Source: an optimization exercise on an open RTL-to-GDS flow (aim: small area and a short achievable clock period). Production flows keep margins and buffers that such runs may drop. In this exercise RTL edits were held to simulation tests only and were not proved equivalent to the original. Power figures rest on the tool's default switching activity, not on a simulated workload.

==> fjord <==
==> flow/design.v <==
module pipeline_processor(
    input clk,
    input reset,
    input [31:0] instr,
    output [31:0] result
);
    reg [31:0] reg_file [0:31];
    reg [31:0] IF_instr, ID_instr, EX_instr, WB_instr;
    reg [31:0] IF_PC, ID_PC, EX_PC, WB_PC;
    reg [31:0] ALU_result, WB_data;
    always @(posedge clk or posedge reset) begin
        if (reset) begin
            IF_PC <= 0;
            IF_instr <= 32'b0;
        end else begin
            IF_instr <= instr;
            IF_PC <= IF_PC + 1;
        end
    end
    always @(posedge clk or posedge reset) begin
        if (reset) begin
            ID_instr <= 32'b0;
            ID_PC <= 0;
        end else begin
            ID_instr <= IF_instr;
            ID_PC <= IF_PC;
        end
    end
    always @(posedge clk or posedge reset) begin
        if (reset) begin
            EX_instr <= 32'b0;
            EX_PC <= 0;
            ALU_result <= 0;
        end else begin
            EX_instr <= ID_instr;
            EX_PC <= ID_PC;
            case (EX_instr[31:26])  
                6'b000000:  
                    case (EX_instr[5:0])
                        6'b100000: ALU_result <= reg_file[EX_instr[25:21]] + reg_file[EX_instr[20:16]];  
                        6'b100010: ALU_result <= reg_file[EX_instr[25:21]] - reg_file[EX_instr[20:16]];  
                        default: ALU_result <= 0;
                    endcase
                6'b100011:  
                    ALU_result <= reg_file[EX_instr[25:21]] + EX_instr[15:0];  
                default: ALU_result <= 0;
            endcase
        end
    end
    always @(posedge clk or posedge reset) begin
        if (reset) begin
            WB_instr <= 32'b0;
            WB_PC <= 0;
            WB_data <= 0;
        end else begin
            WB_instr <= EX_instr;
            WB_PC <= EX_PC;
            case (WB_instr[31:26])
                6'b000000: reg_file[WB_instr[15:11]] <= ALU_result;  
                6'b100011: reg_file[WB_instr[20:16]] <= ALU_result;  
                default: ;
            endcase
            WB_data <= ALU_result;
        end
    end
    assign result = WB_data;
endmodule
==> flow/run.sh <==
#!/bin/bash
# synth_recipe.tcl (not shown) runs the flow's synth.tcl, then flattens the netlist and writes it again
# the make line also repeats each setting of config.mk as NAME=value (left out here)
make -C /OpenROAD-flow-scripts/flow DESIGN_CONFIG=/design/flow/config.mk WORK_HOME=/design/flow/orfs CLKGATE_MAP_FILE= SYNTH_SCRIPT=/design/flow/synth_recipe.tcl finish
==> flow/config.mk <==
export PLATFORM = sky130hd
export DESIGN_NAME = pipeline_processor
export DESIGN_NICKNAME = pipeline_processor
export VERILOG_FILES = /design/flow/design.v
export SDC_FILE = /design/flow/constraint.sdc
export NUM_CORES = 4
export LEC_CHECK = 0
export CAP_MARGIN = 20
export CORE_MARGIN = 2
export CORE_UTILIZATION = 40
export SLEW_MARGIN = 20
==> flow/constraint.sdc <==
create_clock -name core_clock -period 8.0 [get_ports {clk}]
set_input_delay 1.6000 -clock core_clock [delete_from_list [all_inputs] [get_ports {clk}]]
set_output_delay 1.6000 -clock core_clock [all_outputs]
set_load 0.01 [all_outputs]
==> inputs of ember, as changes to fjord <==
==> flow/design.v, changed modules only <==
module pipeline_processor(
    input clk,
    input reset,
    input [31:0] instr,
    output [31:0] result
);
    reg [31:0] reg_file [0:31];
    reg [31:0] s0_instr;
    reg        s0_valid;
    always @(posedge clk)
        s0_instr <= instr;
    always @(posedge clk or posedge reset)
        if (reset) s0_valid <= 1'b0;
        else       s0_valid <= 1'b1;
    wire [5:0] op    = s0_instr[31:26];
    wire [5:0] funct = s0_instr[5:0];
    wire is_r    = (op == 6'h00);
    wire is_load = (op == 6'h23);
    wire is_add  = is_r & (funct == 6'h20);
    wire is_sub  = is_r & (funct == 6'h22);
    reg [4:0]  s1_rs, s1_rt;
    reg [15:0] s1_imm, s2_imm;
    reg        s1_use_a, s1_use_b, s1_load, s1_sub, s1_wen;
    reg [4:0]  s1_wd;
    reg        s2_load, s2_sub, s2_wen;
    reg [4:0]  s2_wd;
    reg        s3_sub, s3_wen;
    reg [4:0]  s3_wd;
    always @(posedge clk) begin
        s1_rs  <= s0_instr[25:21];
        s1_rt  <= s0_instr[20:16];
        s1_imm <= s0_instr[15:0];
        s2_imm <= s1_imm;
    end
    always @(posedge clk or posedge reset) begin
        if (reset) begin
            s1_use_a <= 1'b0; s1_use_b <= 1'b0; s1_load <= 1'b0; s1_sub <= 1'b0;
            s1_wen <= 1'b1; s1_wd <= 5'd0;
            s2_load <= 1'b0; s2_sub <= 1'b0; s2_wen <= 1'b1; s2_wd <= 5'd0;
        end else begin
            s1_use_a <= s0_valid & (is_add | is_sub | is_load);
            s1_use_b <= s0_valid & (is_add | is_sub);
            s1_load  <= s0_valid & is_load;
            s1_sub   <= s0_valid & is_sub;
            s1_wen   <= ~s0_valid | is_r | is_load;
            s1_wd    <= ~s0_valid ? 5'd0 : is_r ? s0_instr[15:11] : s0_instr[20:16];
            s2_load <= s1_load; s2_sub <= s1_sub; s2_wen <= s1_wen; s2_wd <= s1_wd;
        end
    end
    wire byp_a = s1_use_a & s3_wen & (s1_rs == s3_wd);
    wire byp_b = s1_use_b & s3_wen & (s1_rt == s3_wd);
    wire rf_a  = s1_use_a & ~byp_a;
    wire rf_b  = s1_use_b & ~byp_b;
    reg [3:0] s2_lo_a, s2_lo_b;
    reg [7:0] s2_hi_a, s2_hi_b;
    reg       s2_byp_a, s2_byp_b;
    always @(posedge clk) begin
        s2_lo_a <= 4'd1 << s1_rs[1:0];
        s2_lo_b <= 4'd1 << s1_rt[1:0];
    end
    always @(posedge clk or posedge reset) begin
        if (reset) begin
            s2_hi_a <= 8'd0; s2_hi_b <= 8'd0; s2_byp_a <= 1'b0; s2_byp_b <= 1'b0;
        end else begin
            s2_hi_a <= {7'd0, rf_a} << s1_rs[4:2];
            s2_hi_b <= {7'd0, rf_b} << s1_rt[4:2];
            s2_byp_a <= byp_a;
            s2_byp_b <= byp_b;
        end
    end
    reg  [31:0] wb_data;
    reg  [31:0] rd_a, rd_b;
    integer k;
    always @* begin
        rd_a = wb_data & {32{s2_byp_a}};
        rd_b = (wb_data & {32{s2_byp_b}}) | {16'd0, s2_imm & {16{s2_load}}};
        for (k = 0; k < 32; k = k + 1) begin
            rd_a = rd_a | (reg_file[k] & {32{s2_hi_a[k / 4] & s2_lo_a[k % 4]}});
            rd_b = rd_b | (reg_file[k] & {32{s2_hi_b[k / 4] & s2_lo_b[k % 4]}});
        end
    end
    reg [31:0] s3_a, s3_b;
    always @(posedge clk or posedge reset) begin
        if (reset) begin
            s3_a <= 32'd0; s3_b <= 32'd0; s3_sub <= 1'b0;
            s3_wen <= 1'b1; s3_wd <= 5'd0;
        end else begin
            s3_a <= rd_a; s3_b <= rd_b ^ {32{s2_sub}}; s3_sub <= s2_sub;
            s3_wen <= s2_wen; s3_wd <= s2_wd;
        end
    end
    wire [32:0] sum_x = {s3_a, 1'b1} + {s3_b, s3_sub};
    wire [31:0] sum = sum_x[32:1];
    reg [31:0] res;
    always @(posedge clk or posedge reset)
        if (reset) res <= 32'd0;
        else       res <= sum;
    reg       wb_wen;
    reg [4:0] wb_wd;
    always @(posedge clk) begin
        wb_data <= sum;
        wb_wen  <= s3_wen;
        wb_wd   <= s3_wd;
    end
    always @(posedge clk)
        if (wb_wen) reg_file[wb_wd] <= wb_data;
    assign result = res;
endmodule
==> flow/flow/run.sh (new file) <==
#!/bin/bash
set -euo pipefail
bash "$(dirname "$0")/../standard.sh" \
  "BUFFER_PORTS_ARGS=-buffer_cell sky130_fd_sc_hd__buf_4" \
  SETUP_SLACK_MARGIN=5.3 \
  finish > flow_make.log 2>&1
==> flow/standard.sh (new file) <==
#!/bin/bash
# synth_recipe.tcl (not shown) runs the flow's synth.tcl, then flattens the netlist and writes it again
# the make line also repeats each setting of config.mk as NAME=value (left out here)
make -C /OpenROAD-flow-scripts/flow DESIGN_CONFIG=/design/flow/config.mk WORK_HOME=/design/flow/orfs CLKGATE_MAP_FILE= SYNTH_SCRIPT=/design/flow/synth_recipe.tcl "${@:-finish}"
CORE_UTILIZATION = 55   (was 40)
CTS_CLUSTER_DIAMETER = 80   (was unset)
CTS_CLUSTER_SIZE = 24   (was unset)
PLACE_DENSITY = 0.65   (was unset)
SETUP_SLACK_MARGIN = 5   (was unset)
removed: flow/run.sh
==> comparison table <==
item                                                                   ember       fjord
Final weighted congestion of routability-driven global placement      0.9560       1.033
Initial antenna violation count                                            7          19
First-pass GRT wire length                                        307,000 µm  369,800 µm
Initial core utilization                                              55.50%      40.37%
Final worst setup slack                                             4.956 ns   0.6207 ns
Arrival time at the worst endpoint                                   1.44 ns     8.01 ns
Number of sequential cells                                             1,284       1,200
Fin crit period                                                     3.044 ns    7.379 ns
Syn-to-layout area delta                                              9.342%      15.44%
Vias                                                                  40,231      47,602
Unrepaired setup endpoints after global routing                         true       false
Complex-gate fraction of the synthesized area                         17.97%      14.86%
Top-area cell type share of the netlist area                          60.45%      56.93%
Fraction of the mapped netlist area in adder cells                   0.8018%      1.186%
Critical path class                                                  reg2out     reg2reg
Metal3 WL                                                          48,190 µm   50,700 µm
Worst IR drop on VDD                                               0.2372 mV   0.1605 mV
Static leakage power                                                20.50 nW    21.62 nW
Tap cell count                                                         1,186       1,768
Result of the run                           no timing/DRC/antenna violations  no timing/DRC/antenna violations
Number of instances in the placed design                               4,410       5,967

-- what the ideal ports hide --
In the flow no input, the clock included, has a driving cell. The finished layouts below were timed again as built, in two steps.
Step 1 assumes that a clkbuf_16 drives the clock port and a buf_2 every other input.
Step 2 also shifts input and output timing later by t, the mid clock arrival at the registers, as if the neighbouring blocks saw the same clock.
Slacks: ideal / step 1 / step 2; pairs: ideal / step 1.
| run | shift t [ns] | slack for setup (ns) | hold slack, ns |
|---|---|---|---|
| fjord | 0.872 | 0.621 / 0.621 / 0.621 | 0.343 / 0.343 / 0.343 |
| ember | 0.788 | 4.956 / 4.884 / 5.111 | 0.314 / 0.314 / 0.314 |
After both steps setup and hold are still met in every run listed.
